This is an optimization exercise on Yosys and OpenROAD, whose aim is small area, not a production implementation.
Only simulation tests tie the RTL to the original design; equivalence was not proved.
Power figures rest on the tool's default switching activity, not on a simulated workload.

### run.sh
#!/bin/bash
# synth_recipe.tcl (not shown) runs the flow's synth.tcl, then flattens the netlist and writes it again
# the make line also repeats each setting of config.mk as NAME=value (left out here)
make -C /OpenROAD-flow-scripts/flow DESIGN_CONFIG=/design/flow/config.mk WORK_HOME=/design/flow/orfs CLKGATE_MAP_FILE= SYNTH_SCRIPT=/design/flow/synth_recipe.tcl finish
### config.mk
export PLATFORM = sky130hd
export DESIGN_NAME = STOPWATCH
export DESIGN_NICKNAME = STOPWATCH
export VERILOG_FILES = /design/flow/design.v
export SDC_FILE = /design/flow/constraint.sdc
export NUM_CORES = 4
export LEC_CHECK = 0
export CAP_MARGIN = 20
export CORE_MARGIN = 2
export CORE_UTILIZATION = 40
export SLEW_MARGIN = 20
### constraint.sdc
create_clock -name core_clock -period 10.0 [get_ports {in_clk}]
set_input_delay 2.0000 -clock core_clock [delete_from_list [all_inputs] [get_ports {in_clk}]]
set_output_delay 2.0000 -clock core_clock [all_outputs]
set_load 0.01 [all_outputs]
### design.v
module MUX2(a0, a1, sel, y);
parameter WIDTH=4;  
input logic [WIDTH-1:0] a0, a1;   
input logic sel;                  
output logic [WIDTH-1:0] y;       
assign y = sel ? a1 : a0;         
endmodule
module MUX4(a0, a1, a2, a3, sel, y);
parameter WIDTH=4;  
input logic [WIDTH-1:0] a0, a1, a2, a3;   
input logic [1:0] sel;                    
output logic [WIDTH-1:0] y;               
wire [3:0] y1, y2;
MUX2 #(WIDTH) M1(a0, a1, sel[0], y1);
MUX2 #(WIDTH) M2(a2, a3, sel[0], y2);
MUX2 #(WIDTH) M3(y1, y2, sel[1], y);
endmodule
module FA(Cin, A, B, Cout, S);
input logic Cin, A, B;    
output logic Cout, S;     
wire w1, w2, w3, w4, o5;
xor M1(w1, A, B);
xor M2(S, w1, Cin);
and M3(w2, A, B);
and M4(w3, A, Cin);
and M5(w4, B, Cin);
or M6(o5, w2, w3);
or M7(Cout, o5, w4);
endmodule
module FA4(Cin, A, B, Cout, S);
input logic [3:0] A, B;   
input logic Cin;          
output logic [3:0] S;     
output logic Cout;        
wire c1, c2, c3;
FA A1(Cin, A[0], B[0], c1, S[0]);    
FA A2(c1, A[1], B[1], c2, S[1]);
FA A3(c2, A[2], B[2], c3, S[2]);
FA A4(c3, A[3], B[3], Cout, S[3]);
endmodule
module Subtractor4(A, B, y);
input logic [3:0] A, B;    
output logic [3:0] y;      
wire Cout;
wire [3:0] B_bar;
not(B_bar[0], B[0]);
not(B_bar[1], B[1]);
not(B_bar[2], B[2]);
not(B_bar[3], B[3]);
FA4 A1(1'b1, A, B_bar, Cout, y);    
endmodule
module Comparator4(A, B, y);
input logic [3:0] A, B;   
output logic y;
wire [3:0] res;           
Subtractor4 M1(A, B, res);    
assign y = res[3];            
endmodule
module AND4_mod (a0, a1, a2, a3, y);
input logic a0, a1, a2, a3;  
output logic y;              
wire w1, w2;
and M1(w1, a0, a1);
and M2(w2, a2, a3);
and M3(y, w1, w2);
endmodule
module OR3_mod(A, B, C, y);
input logic A, B, C;   
output logic y;        
wire w1;
or M1(w1, A, B);
or M2(y, w1, C);
endmodule
module D_FF_SyncR( clk, tick, reset, EN, D, Q);
input logic clk, tick, reset, EN, D;
output logic Q;
always_ff @(posedge clk)
if (tick) begin
  if (reset) Q <= 0;
  else if (EN) Q <= D;
end
endmodule
module DFF_mod( clk, tick, reset, set, EN, D, Q);
input logic clk, tick, reset, EN, D, set;
output logic Q;
always_ff @(posedge clk)
if (set) Q <= 1;
else if (reset) Q <= 0;
else if (tick & EN) Q <= D;
endmodule
module Register4_SyncR( clk, tick, reset, EN, set, out);
input logic clk, tick, reset, EN;
input logic [3:0] set;
output reg [3:0] out;
D_FF_SyncR M1(clk, tick, reset, EN, set[0], out[0]);
D_FF_SyncR M2(clk, tick, reset, EN, set[1], out[1]);
D_FF_SyncR M3(clk, tick, reset, EN, set[2], out[2]);
D_FF_SyncR M4(clk, tick, reset, EN, set[3], out[3]);
endmodule
module JK_FF(clk,tick,reset,EN,J,K,Q);
input logic clk, tick, J,K,reset,EN;   
output logic Q;                  
wire D,and1,not_K,not_Q;
D_FF_SyncR DFF(clk,tick,reset,EN,D,Q);
not gate0(not_K,K);
not gate1(not_Q,Q);
and gate2(and1,not_K,Q);
and gate3(and2,not_Q,J);
or gate4(D,and1,and2);
endmodule
module clckdivider1hz(clock_in,reset,clock_out);
input clock_in;        
input reset;           
output reg clock_out;  
parameter division = 1000;
localparam W = $clog2(division);
reg[W-1:0] counter;   
always @(posedge clock_in)
begin
 counter <= counter + 1'b1;
 if(reset || counter>=(division-1))
  counter <= 0;
 clock_out <= (counter<division/2)?1'b1:1'b0;
end
endmodule
module clckdivider2hz(clock_in,reset,clock_out);
input clock_in;        
input reset;           
output reg clock_out;  
parameter division = 500;
localparam W = $clog2(division);
reg[W-1:0] counter;   
always @(posedge clock_in)
begin
 counter <= counter + 1'b1;
 if(reset || counter>=(division-1))
  counter <= 0;
 clock_out <= (counter<division/2)?1'b1:1'b0;
end
endmodule
module clckdividerhalfhz(clock_in,reset,clock_out);
input clock_in;        
input reset;           
output reg clock_out;  
parameter division = 2000;
localparam W = $clog2(division);
reg[W-1:0] counter;   
always @(posedge clock_in)
begin
 counter <= counter + 1'b1;
 if(reset || counter>=(division-1))
  counter <= 0;
 clock_out <= (counter<division/2)?1'b1:1'b0;
end
endmodule
module clock_dividor(clk,reset,speedup,slowdown,tick);
input clk, reset, speedup, slowdown;   
output tick;                           
wire  w0,w1,w2;                 
wire outputclk;
reg prev;
clckdivider1hz clk1(clk,reset,w0);      
clckdividerhalfhz clk2(clk,reset,w1);   
clckdivider2hz clk3(clk,reset,w2);      
MUX4 #(1) mux(w0,w1,w2,w0,{speedup,slowdown},outputclk);
always @(posedge clk)
 prev <= outputclk;
assign tick = reset | (outputclk & ~prev);
endmodule
module S0_block(clk, tick, reset, start, ups, in_sig_S1, in_comp_sig_S1, out_sig_S1, out_S0);
input logic clk, tick, reset, start, ups, in_sig_S1, in_comp_sig_S1;    
output reg [3:0] out_S0;                                          
output logic out_sig_S1;                                          
wire [3:0] M1_out, M2_out;
wire cout_M2, M3_out, M4_out, M5_out, M6_out, M7_out, M11_out, M13_out, M14_out, M15_out,M16_out;
wire down, reset_signal, enable_signal;
wire [3:0] set_reg;
assign down = ~ups;
MUX2 #(4) M1(4'b1111, 4'b0001, ups, M1_out);
FA4 M2(1'b0, out_S0, M1_out, cout_M2, M2_out);
AND4_mod M3(~out_S0[0], ~out_S0[1], ~out_S0[2], ~out_S0[3], M3_out);
AND4_mod M4(out_S0[0], ~out_S0[1], ~out_S0[2], out_S0[3], M4_out);
and M5(M5_out, ~down, M4_out);
and M6(M6_out, down, M3_out);
and M7(M7_out, ups, M5_out);
or M8(M16_out, M7_out, M6_out);  
and M16(out_sig_S1,M16_out,enable_signal);
OR3_mod M9(M5_out, reset, in_comp_sig_S1, reset_signal);   
and M13(M13_out, ups, in_sig_S1);
and M14(M14_out, M6_out, in_sig_S1);
or M15(M15_out, M13_out, M14_out);
and M10(enable_signal, start, ~M15_out);   
and M11(M11_out, down, M3_out);
MUX2 #(4) M12(M2_out, 4'b1001, M11_out, set_reg);
Register4_SyncR RR(clk, tick, reset_signal, enable_signal, set_reg, out_S0);
endmodule
module S1_block(clk, tick, reset, start, ups, force_reset, in_sig_S0, in_sig_M0, out_sig_S0, out_comp_sig_S0, out_sig_M0, out_S1,M_set, plus_min2);
input logic clk, tick, reset, start, ups, force_reset, in_sig_S0, in_sig_M0,M_set, plus_min2;   
output reg [3:0] out_S1;                                                                  
output logic out_sig_S0, out_comp_sig_S0, out_sig_M0;                                     
wire [3:0] M1_out, M2_out, M3_out;
wire cout_M3, M4_out, M5_out, M6_out, M8_out, M9_out, M10_out, M11_out, M12_out, M13_out, S_3, S_2,M50_out,M66_out;
wire M17_out, M18_out, M19_out, M20_out, M21_out, M22_out, M23_out, M24_out, M26_out, M27_out, M28_out, M30_out, M7_out, M72_out, M71_out;
wire down, reset_signal, enable_signal;
wire [3:0] set_reg;
assign down = ~ups;
MUX2 #(4) M1(4'b1111, 4'b0001, ups, M1_out);
MUX2 #(4) M2(4'b0000, M1_out, in_sig_S0, M2_out);
FA4 M3(1'b0, out_S1, M2_out, cout_M3, M3_out);
AND4_mod M4(out_S1[0], ~out_S1[1], out_S1[2], ~out_S1[3], M4_out);
AND4_mod M5(~out_S1[0], ~out_S1[1], ~out_S1[2], ~out_S1[3], M5_out);
and M6(M6_out, ~down, M4_out);
and M7(M7_out, in_sig_S0, M6_out);  
or M70(reset_signal, M7_out, force_reset);    
and M8(M8_out, ups, M6_out);
and M9(M9_out, down, M5_out);
or M10(M10_out, M9_out, M8_out);   
and M50(M50_out,  M10_out, in_sig_S0);
and M51(out_sig_M0,M50_out,enable_signal);
Comparator4 M11(out_S1, 4'b0010, M11_out);
Comparator4 M12(4'b0010, out_S1, M12_out);
MUX2 #(1) M13(M11_out, M12_out, ups, M13_out);  
and M14(M66_out, M13_out, in_sig_M0);
or M66(out_comp_sig_S0,M66_out,M_set);
and M15(S_3, down, out_comp_sig_S0);   
and M16(S_2, ups, out_comp_sig_S0);     
and M17(M40_out, down, M5_out);
and M40(M17_out, M40_out, in_sig_S0);
and M18(M18_out, ups, reset);
and M19(M19_out, down, reset);
or M20(M20_out, S_2, M19_out);
or M22(M22_out, M18_out, S_3);
or M21(M21_out, M22_out, M20_out);   
and M23(M23_out, ~M22_out, M17_out);  
or M24(M24_out, M23_out, M20_out);   
MUX4 #(4) M25(M3_out, 4'b0101, 4'b0010, 4'b0011, {M21_out, M24_out}, set_reg);   
AND4_mod M26(out_S1[0], out_S1[1], ~out_S1[2], ~out_S1[3], M26_out);
AND4_mod M27(~out_S1[0], out_S1[1], ~out_S1[2], ~out_S1[3], M27_out);
MUX2 #(1) M28(M27_out, M26_out, ups, M28_out);
and M29(out_sig_S0, M28_out, in_sig_M0);   
or M71(M71_out, plus_min2, start);
and M30(M30_out, ~out_sig_S0, start);   
wire M31_out;
or M31(enable_signal, M30_out, reset);
Register4_SyncR RR(clk, tick, reset_signal, 1'b1, set_reg, out_S1);
endmodule
module M0_block(clk, tick, reset, start, ups, plus_min2, force_reset, in_sig_S1, in_sig_M1, out_sig_S1, out_sig_M1, out_M0,M_set);
input logic clk, tick, reset, start, ups, plus_min2, force_reset, in_sig_S1, in_sig_M1;
output reg [3:0] out_M0;
output logic out_sig_S1, out_sig_M1,M_set;
wire [3:0] M1_out, M2_out, M3_out, M4_out, M5_out, M6_out, M17_out, M18_out;
wire cout_M3, cout_M6, M7_out, M8_out, M9_out, M10_out, M11_out, M12_out, M13_out, M14_out, M15_out, M16_out, M20_out,M44_out, M50_out,M67_out;
wire M21_out, M22_out, M23_out, M24_out, M25_out, M26_out,M35_out ,M28_out, M29_out,M36_out,M38_out,M39_out,M40_out,M41_out,M42_out,M43_out; 
wire down, reset_signal, enable_signal,M66_out,M70_out,M30_out;
wire [3:0] set_reg;
assign down = ~ups;
MUX2 #(4) M1(4'b1111, 4'b0001, ups, M1_out);
MUX2 #(4) M2(4'b0000, M1_out, in_sig_S1, M2_out);
FA4 M3(1'b0, out_M0, M2_out, cout_M3, M3_out);
MUX2 #(4) M4(4'b1110, 4'b0010, ups, M4_out);
MUX2 #(4) M5(4'b0000, M4_out, plus_min2, M5_out);
FA4 M6(1'b0, M3_out, M5_out, cout_M6, M6_out);
AND4_mod M7(~M6_out[0], M6_out[1], ~M6_out[2], M6_out[3], M7_out);
AND4_mod M8(M6_out[0], M6_out[1], ~M6_out[2], M6_out[3], M8_out);
AND4_mod M9(~M6_out[0], ~M6_out[1], M6_out[2], M6_out[3], M9_out);
OR3_mod M10(M7_out, M8_out, M9_out, M10_out);
AND4_mod M11(M6_out[0], M6_out[1], M6_out[2], M6_out[3], M11_out);
AND4_mod M12(M6_out[3], M6_out[2], M6_out[1], ~M6_out[0], M12_out);
AND4_mod M13(M6_out[3], M6_out[2], ~M6_out[1], M6_out[0], M13_out);
OR3_mod M14(M11_out, M12_out, M13_out, M14_out);
MUX2 #(1) M15(M14_out, M10_out, ups, M15_out);
and (M39_out,M20_out,ups);
or M16(out_sig_M1, M39_out, M15_out);
MUX2 #(4) M17({~M13_out, M13_out, M13_out, ~M12_out} , {1'b0,1'b0, M9_out, M8_out}, ups, M17_out);
MUX2 #(4) M18(M6_out, M17_out, M15_out, M18_out);
or M67(M67_out,in_sig_S1,reset);
and M66(M66_out,M40_out,M67_out);
or M43(M43_out,M66_out,M41_out);
MUX2 #(4) M19(M18_out, 4'b1001, M43_out, set_reg);  
AND4_mod M20(out_M0[0], ~out_M0[1], ~out_M0[2], out_M0[3], M20_out);
and M38(M38_out,M50_out,~plus_min2);
and M21(M21_out, M38_out, ~in_sig_M1);
and M36(M36_out,M21_out,ups);
and M22(M22_out, ups, reset);
and M44(M44_out,M41_out,down);
OR3_mod M23(M44_out, M36_out, M22_out,M23_out);    
or O1(reset_signal, force_reset, M23_out);
and M24(M24_out, down, reset); 
AND4_mod M25(~out_M0[0], ~out_M0[1], ~out_M0[2], ~out_M0[3], M25_out);
or M26(M26_out, M25_out, M24_out);
and M35(M35_out,M26_out,down);
or M70(M70_out,~plus_min2,down);
and M40(M40_out,M35_out,M70_out);
and M41(M41_out,out_sig_M1,in_sig_M1);
or M42(M42_out,M20_out,M41_out);
MUX2 #(1) M28(M40_out, M20_out, ups, M28_out);
and M27(out_sig_S1, M28_out, in_sig_M1);
and M50(M50_out, out_sig_S1, in_sig_S1);
or M29(M29_out, start, plus_min2);
and M30(M30_out, ~M50_out, M29_out);
or M31(enable_signal, M30_out, reset);   
and Mset(M_set,M15_out,in_sig_M1);    
Register4_SyncR RR(clk, tick, reset_signal, enable_signal, set_reg, out_M0);
endmodule
module M1_block(clk, tick, reset, start, ups, plus_min2, force_reset, in_sig_M0, out_sig_M0, out_M1);
input logic clk, tick, reset, start, ups, plus_min2, force_reset, in_sig_M0;
output reg [3:0] out_M1;
output logic out_sig_M0;
wire [3:0] M1_out, M2_out, M3_out;
wire cout_M3, M4_out, M5_out, M7_out, M8_out, M9_out, M10_out, M12_out,M13_out;
wire down, reset_signal, enable_signal;
wire [3:0] set_reg;
assign down = ~ups;
assign reset_signal = force_reset;
MUX2 #(4) M1(4'b1111, 4'b0001, ups, M1_out);
MUX2 #(4) M2(4'b0000, M1_out, in_sig_M0, M2_out);
FA4 M3(1'b0, out_M1, M2_out, cout_M3, M3_out);
and M4(M4_out, ups, reset);   
and M5(M5_out, down, reset);    
MUX4 #(4) M6(M3_out, 4'b0001, 4'b0100, 4'b0000, {M5_out, M4_out}, set_reg);   
AND4_mod M7(~out_M1[0], ~out_M1[1], out_M1[2], ~out_M1[3], M7_out);
AND4_mod M8(out_M1[0], ~out_M1[1], ~out_M1[2], ~out_M1[3], M8_out);
and M9(M9_out, down, M8_out);
and M10(M10_out, ups, M7_out);
or M11(out_sig_M0, M10_out, M9_out);
and M41(M41_out, out_sig_M0, in_sig_M0);
or M12(M12_out, plus_min2, start);
and M13(M13_out, ~M41_out, M12_out);   
or (enable_signal,M13_out,reset);
Register4_SyncR RR(clk, tick, reset_signal, enable_signal, set_reg, out_M1);
endmodule
module Error1( clk, tick, reset, up, start, err1);
input logic clk, tick, reset, up, start;   
output logic err1;                   
wire M1_out, M2_out, M3_out, M4_out, M5_out, M6_out, M7_out, M8_out;
D_FF_SyncR M1(clk, tick, 1'b0, 1'b1, up, M1_out);
xnor M2(M2_out, M1_out, ~up);
and M3(M3_out, M2_out, start);
D_FF_SyncR M4(clk, tick, reset, 1'b1, M3_out, M4_out);
or M5(M5_out, M4_out, M3_out);
D_FF_SyncR M6(clk, tick, reset, 1'b1, M5_out, M6_out);
or M7(M7_out, M5_out, M6_out);
D_FF_SyncR M8(clk, tick, reset, 1'b1, M7_out, M8_out);
or M9(err1, M7_out, M8_out);
endmodule
module Error1_out(clk, tick, reset, up, start, seven_seg, SI0, SI1, MI0, MI1, SS0_out, SS1_out, MM0_out, MM1_out);
input logic clk, tick, reset, up, start, seven_seg;   
input reg [3:0] SI0, SI1, MI0, MI1;             
output reg [3:0] SS0_out, SS1_out, MM0_out, MM1_out;   
wire M1_out, e7, error1;
wire [3:0] M3_out, M4_out, M6_out, M7_out, M9_out, M10_out, M12_out, M13_out;
Error1 M20( clk, tick, reset, up, start, error1);
JK_FF M1(clk, tick, reset, 1'b1, error1, 1'b1, M1_out);
MUX2 #(1) M2(1'b1, M1_out, error1, e7);
MUX2 #(4) M3(SI0, 4'b0011, error1, M3_out);
MUX2 #(4) M4(4'b0000, 4'b1010, seven_seg, M4_out);
MUX2 #(4) M5(M4_out, M3_out, e7, SS0_out);
MUX2 #(4) M6(SI1, 4'b1111, error1, M6_out);
MUX2 #(4) M7(4'b0000, 4'b1010, seven_seg, M7_out);
MUX2 #(4) M8(M7_out, M6_out, e7, SS1_out);
MUX2 #(4) M9(MI0, 4'b0011, error1, M9_out);
MUX2 #(4) M10(4'b0000, 4'b1010, seven_seg, M10_out);
MUX2 #(4) M11(M10_out, M9_out, e7, MM0_out);
MUX2 #(4) M12(MI1, 4'b1111, error1, M12_out);
MUX2 #(4) M13(4'b0000, 4'b1010, seven_seg, M13_out);
MUX2 #(4) M14(M13_out, M12_out, e7, MM1_out);
endmodule
module seven_seg_decoder(A, c, d, e, b, a, f, g);
input logic [3:0] A;    
output logic a, b, c, d, e, f, g;      
wire M1_out, M2_out, M3_out, M4_out, M6_out, M7_out, M8_out, M9_out, M10_out, M11_out, M13_out, M14_out, M16_out, M17_out, M18_out, M19_out, M20_out, M21_out;
wire M23_out, M24_out, M25_out, M27_out, M28_out, M29_out, M30_out, M31_out, M33_out, M34_out, M35_out, M36_out, M37_out, M38_out;
xor M1(M1_out, A[3], A[1]);
and M2(M2_out, A[2], A[0]);
and M3(M3_out, ~A[3], ~A[2]);
and M4(M4_out, M3_out, ~A[0]);
OR3_mod M5(M1_out, M2_out, M4_out, a);  
and M6(M6_out, ~A[3], ~A[2]);
and M7(M7_out, ~A[2], ~A[1]);
and M8(M8_out, ~A[3], A[1]);
and M9(M9_out, M8_out, A[0]);
and M10(M10_out, ~A[1], ~A[0]);
OR3_mod M11(M10_out, M9_out, M7_out, M11_out);
or M12(b, M11_out, M6_out);   
and M13(M13_out, ~A[3], A[0]);
and M14(M14_out, ~A[3], A[2]);
OR3_mod M15(M13_out, M14_out, ~A[1], c);  
and M16(M16_out, A[3], ~A[1]);
AND4_mod M17(~A[3], ~A[2], ~A[0], 1'b1, M17_out);
AND4_mod M18(~A[3], ~A[2], A[1], 1'b1, M18_out);
AND4_mod M19(~A[3], A[1], ~A[0], 1'b1, M19_out);
AND4_mod M20(A[2], ~A[1], A[0], 1'b1, M20_out);
OR3_mod M21(M16_out, M17_out, M18_out, M21_out);
OR3_mod M22(M21_out, M19_out, M20_out, d);  
and M23(M23_out, A[3], A[2]);
AND4_mod M24(~A[2], ~A[1], ~A[0], 1'b1, M24_out);
AND4_mod M25(~A[3], A[1], ~A[0], 1'b1, M25_out);
OR3_mod M26(M23_out, M24_out, M25_out, e);  
and M27(M27_out, ~A[1], ~A[0]);
and M28(M28_out, A[2], ~A[1]);
and M29(M29_out, A[2], ~A[0]);
and M30(M30_out, A[3], A[0]);
OR3_mod M31(M27_out, M28_out, M29_out, M31_out); 
or M32(f, M31_out, M30_out);  
and M33(M33_out, A[2], ~A[1]);
and M34(M34_out, A[2], ~A[0]);
and M35(M35_out, A[3], ~A[1]);
and M36(M36_out, A[3], A[0]);
AND4_mod M37(~A[3], ~A[2], A[1], 1'b1, M37_out);
OR3_mod M38(M33_out, M34_out, M35_out, M38_out); 
OR3_mod M39(M38_out, M36_out, M37_out, g);   
endmodule
module STOPWATCH_LEDS(in_clk, reset, start, up, plus_min2, speedup, slowdown , SS0, SS1, MM0, MM1);
input logic in_clk, reset, start, up, plus_min2, speedup, slowdown;
output reg [3:0] SS0, SS1, MM0, MM1;
wire ups, sig_S1_S0, sig_S0_S1, comp_sig_S1_S0, sig_S1_M0, sig_M0_M1, sig_M1_M0, sig_M0_S1,setting,M_set, force_reset;
wire [3:0] out_S0, out_S1, out_M0, out_M1;
assign force_reset = 0;
wire tick;
clock_dividor H1(in_clk,~reset,speedup,slowdown,tick);
wire clk;
assign clk = in_clk;
wire seven_segment_flag;
assign seven_segment_flag = 1'b1;
and (setting,up,~reset);
DFF_mod H2(clk, tick, ~reset, setting, ~start, up, ups);
S0_block H3(clk, tick, ~reset, start, ups, sig_S1_S0, comp_sig_S1_S0, sig_S0_S1, out_S0);
S1_block H4(clk, tick, ~reset, start, ups, force_reset, sig_S0_S1, sig_M0_S1, sig_S1_S0, comp_sig_S1_S0, sig_S1_M0, out_S1,M_set, ~plus_min2);
M0_block H5(clk, tick, ~reset, start, ups, ~plus_min2, force_reset, sig_S1_M0, sig_M1_M0, sig_M0_S1, sig_M0_M1, out_M0,M_set);
M1_block H6(clk, tick, ~reset, start, ups, ~plus_min2, force_reset, sig_M0_M1, sig_M1_M0, out_M1);
Error1_out H7(clk, tick, ~reset, up, start, seven_segment_flag, out_S0, out_S1, out_M0, out_M1, SS0, SS1, MM0, MM1);
endmodule
module STOPWATCH(in_clk, reset, start, up, plus_min2, speedup, slowdown,  out_S0, out_S1, out_M0, out_M1);
input logic in_clk, reset, start, up, plus_min2, speedup, slowdown;   
output reg [6:0] out_S0, out_S1, out_M0, out_M1;                      
wire [3:0] SS0, SS1, MM0, MM1;
wire seven_segment_flag;
assign seven_segment_flag = 1'b1;
wire ups, sig_S1_S0, sig_S0_S1, comp_sig_S1_S0, sig_S1_M0, sig_M0_M1, sig_M1_M0, sig_M0_S1,setting,M_set, force_reset;
STOPWATCH_LEDS K1(in_clk, reset, start, up, plus_min2, speedup, slowdown , SS0, SS1, MM0, MM1);  
seven_seg_decoder KS0(SS0, out_S0[0], out_S0[1], out_S0[2], out_S0[3], out_S0[4], out_S0[5] ,out_S0[6]);
seven_seg_decoder KS1(SS1, out_S1[0], out_S1[1], out_S1[2], out_S1[3], out_S1[4], out_S1[5] ,out_S1[6]);
seven_seg_decoder KM0(MM0, out_M0[0], out_M0[1], out_M0[2], out_M0[3], out_M0[4], out_M0[5] ,out_M0[6]);
seven_seg_decoder KM1(MM1, out_M1[0], out_M1[1], out_M1[2], out_M1[3], out_M1[4], out_M1[5] ,out_M1[6]);
endmodule
==> metrics.log <==
INFO  metric critPathArrivalTime = 5.59 ns
INFO  metric critical_path.cell_chain = clkdlybuf4s50_1 -> xor2_1 -> a2111oi_4 -> nor2_1 -> a21oi_1 -> inv_1 -> ha_1 -> a311oi_1 -> o21ai_0 -> clkdlybuf4s50_1
INFO  metric yosys.cell_types.count = 70
INFO  metric die_outline_area = 11,800 um^2
INFO  metric critical-path-top-cell-by-count = clkdlybuf4s50_1
INFO  metric placed_cells = 659
INFO  metric drt_pre_antenna_iters = 5
INFO  metric registers.top_by_ff_count = K1.H1.clk2.counter
INFO  metric grt_pass1_vias = 3,348
INFO  metric vias = 3,662
INFO  metric period_share = 75.9%
INFO  metric synth.cell_area = 4370 um^2
INFO  metric finalHoldViolCount = 0
INFO  metric layout_cells_sized_above_1 = 3.80%
INFO  metric number_of_rows_in_the_core_area = 38
INFO  metric post_synthesis_async_set_or_reset_flop_share = 0%
INFO  metric power.static_leakage = 1.75 nW
INFO  metric post_cts.resized_instances = 0
INFO  metric drt-wirelength-per-cell = 13.9 um
INFO  metric portBuffers = 34
INFO  metric htreeDepth = 2
INFO  metric post-dp-hpwl = 6840 um
INFO  metric synth_top_area_cell = dfxtp_1
INFO  metric antenna_found_initial = 0
INFO  metric post_cts_hold_buffer_count = 0
INFO  metric final_nets = 555
INFO  metric synth.top_cells.by_area = dfxtp_1, edfxtp_1, nor2_1, buf_4, ha_1
INFO  metric startpoint_type = input port
INFO  metric cts_sinks = 56
INFO  metric largestRegisters = K1.H1.clk2.counter x11, K1.H1.clk1.counter x10, K1.H1.clk3.counter x9
INFO  metric delay_contributed_by_the_slowest_stage_of_the_critical_path = 0.97 ns
INFO  metric setup.worst_path.end_class = primary output
INFO  metric cap_viol_max_count = 0
INFO  metric timing_worst_setup_path_type = input port to primary output
INFO  metric rsz0062_at_grt = false
INFO  metric grt_first_pass_wirelength = 15,900 um
INFO  metric synth_edf_count = 21
INFO  metric cts_buffer_depth = 2
INFO  metric vias_per_cell = 5.49
INFO  metric powerDensity = 134 nW/um^2
INFO  metric ir_drop = 0.0000620 V
INFO  metric clock_latency_late_sink = 0.33 ns
INFO  metric num_antenna_cells = 0
INFO  metric core = 10,700 um^2
INFO  metric route.final.wire_length = 9250 um
INFO  metric cts.repair_timing.setup_buffer_count = 0
INFO  metric synthesis.yosys.warnings = 13
INFO  metric max_freq = 132 MHz
INFO  metric final_cells = 667
INFO  metric clk_pin_slew = 0.11 ns
INFO  metric final_period_minus_worst_setup_slack = 7.59 ns
INFO  metric fill_cells = 1,094
INFO  metric grt_use_total = 16.6%
INFO  metric slew_headroom = 31.8%
INFO  metric post_synth_inst_count = 543
INFO  metric detail_route.drc_violations = 0
INFO  metric syn_to_final_growth = 6.32%
INFO  metric run_status = complete, no violations
INFO  metric yosys.area.top_type_share = 16.0%
INFO  metric worstPathMaxFanout = 18
INFO  metric overflow = 0
INFO  metric maximum_number_of_pins_on_one_net_before_global_route_repair = 34
INFO  metric setup-tns-final = 0 ns
INFO  metric fp.dieH = 109 um
INFO  metric place_congestion = 0.833
INFO  metric ff_latch_area = 1330 um^2
INFO  metric critPathSlowestCell = a2111oi_4
INFO  metric clock_skews = 0.0122 ns
INFO  metric pin_count = 35
INFO  metric slew_violations = 0
INFO  metric yosysSeqAreaShare = 30.4%
INFO  metric drt_iter0_markers = 275
INFO  metric pin_slew_with_the_least_headroom_to_its_limit = 1.02 ns
INFO  metric clock_tree.root_cell = clkbuf_8
INFO  metric drt.antenna.violating_nets = 0
INFO  metric cts_buffer_count = 5
INFO  metric largest_register_ff_count = 11
INFO  metric synth.avg_cell_area = 8.06 um^2
INFO  metric yosys_register_bits = 56
INFO  metric hold_path_class = register to register
INFO  metric yosys-top-cells-count = nor2_1, nand2_1, dfxtp_1, inv_1, o21ai_0
INFO  metric critPathRequiredTime = 8.00 ns
INFO  metric syn_nets = 572
INFO  metric dieWidth = 109 um
INFO  metric initial_utilization = 40.7%
INFO  metric number_of_failing_setup_endpoints_in_the_final_timing_report = 0
INFO  metric multi_input_comb_area = 2560 um^2
INFO  metric cts_tree = done
INFO  metric yosys.cell_count.top_type = nor2_1
INFO  metric synthFlopType = dfxtp_1
## path summary, 6_finish.rpt
kind,from,end,slack [ns],depth (start not counted)
worst max-delay path,up,out_M0[6],2.41,10
worst min-delay path,K1.H1.clk3.counter[0]$_SDFF_PP0_,K1.H1.clk3.counter[0]$_SDFF_PP0_,0.45,1
worst max register to register,K1.H6.RR.M3.Q$_DFFE_PP_,K1.H6.RR.M3.Q$_DFFE_PP_,4.44,15
worst min register to register,K1.H1.clk3.counter[0]$_SDFF_PP0_,K1.H1.clk3.counter[0]$_SDFF_PP0_,0.45,1
## layout by cell type, fill, tap and decap left out, types with 4 or more instances in the layout
| cell | n |
|---|---|
| fa_1 | 7 |
| dfxtp_1 | 35 |
| inv_1 | 34 |
| o21a_1 | 4 |
| o21ai_0 | 34 |
| and3_1 | 12 |
| o21bai_1 | 4 |
| o21ai_1 | 4 |
| nand2_1 | 42 |
| and2_1 | 4 |
| nand3_1 | 11 |
| clkbuf_8 | 5 |
| a21oi_1 | 26 |
| nand2b_1 | 8 |
| ha_1 | 15 |
| or3_1 | 5 |
| a221oi_1 | 4 |
| edfxtp_1 | 21 |
| clkdlybuf4s50_1 | 34 |
| xor2_1 | 10 |
| nor2b_1 | 5 |
| nor3_1 | 19 |
| o31ai_1 | 4 |
| a31oi_1 | 8 |
| nand4_1 | 9 |
| xnor2_1 | 21 |
| nor2_1 | 72 |
## cell type report
class | instances | share of cell area (%)
multi-input cells | 392 | 55.0
flip-flops and latches | 56 | 28.6
repair buffers | 35 | 7.48
well taps | 140 | 3.77
inverters | 36 | 2.91
clock buffers | 5 | 1.48
clock inverters | 3 | 0.726
## power by group
| group | switching [mW] | internal (mW) | total [mW] |
|---|---|---|---|
| clock network | 0.0831 | 0.0529 | 0.136 |
| registers | 0.0312 | 0.253 | 0.284 |
| logic | 0.109 | 0.0957 | 0.205 |
## critical path: cells and delay by family
family	cells	cell delay, ns
fa+ha+maj	1	0.20
simple gates	1	0.39
compound gates	4	1.69
buf+inv	3	1.05
xor+xnor	1	0.24
## metal layers
layer  share of wire (%)  GRT usage [%]
met1                  49           22.7
met2                  44           27.1
met3                 4.9           2.11
met4                 1.7           5.68
met5                   0              0
## logic make-up (layout without fill, tap and decap cells)
kind of cell,after synthesis,count (layout),synth area share (%)
muxes,2,2,0.458
buffers and inverters,95,79,11.1
DFF,56,56,30.4
adders and majority gates,22,22,7.49
xor gates and xnor gates,34,34,7.67
and+or+nand+nor,206,206,23.3
AOI/OAI and AO/OA,128,128,19.6
## stage by stage
step	area, um^2	setup slack [ns]	hold slack (ns)	power (mW)	utilization [%]
final	4650	2.41	0.448	0.625	43.3
after global routing	4650	2.12	0.470	0.668	43.3
after CTS	4650	2.41	0.450	0.630	43.3
after detailed placement	4550	2.31	0.434	0.493	42.3
after global placement	4550	2.48	0.424	0.488	42.3
after floorplan	4370	3.94	0.413	0.449	-

## port drivers added, routing unchanged
Ports are ideal in the flow. The routed layout listed here was re-timed in OpenROAD. Step 1 sets driving cells, clkbuf_16 on the clock port and buf_2 on the other inputs (assumed; they add their load-dependent delay and slew). Step 2, shift: input delay + t, output delay - t, t = (earliest + latest rising clock arrival at the registers) / 2. This alone moves slack from input paths to output paths. Slacks: ideal / step 1 / step 2; pairs: ideal / step 1.
shift t [ns]: 0.349
setup WS [ns]: 2.413 / 2.390 / 2.266
worst hold slack (ns): 0.448 / 0.448 / 0.448
After both steps this run still meets setup and hold. For this run, drivers alone change the setup slack by -0.023 ns; drivers and shift together by -0.147 ns.
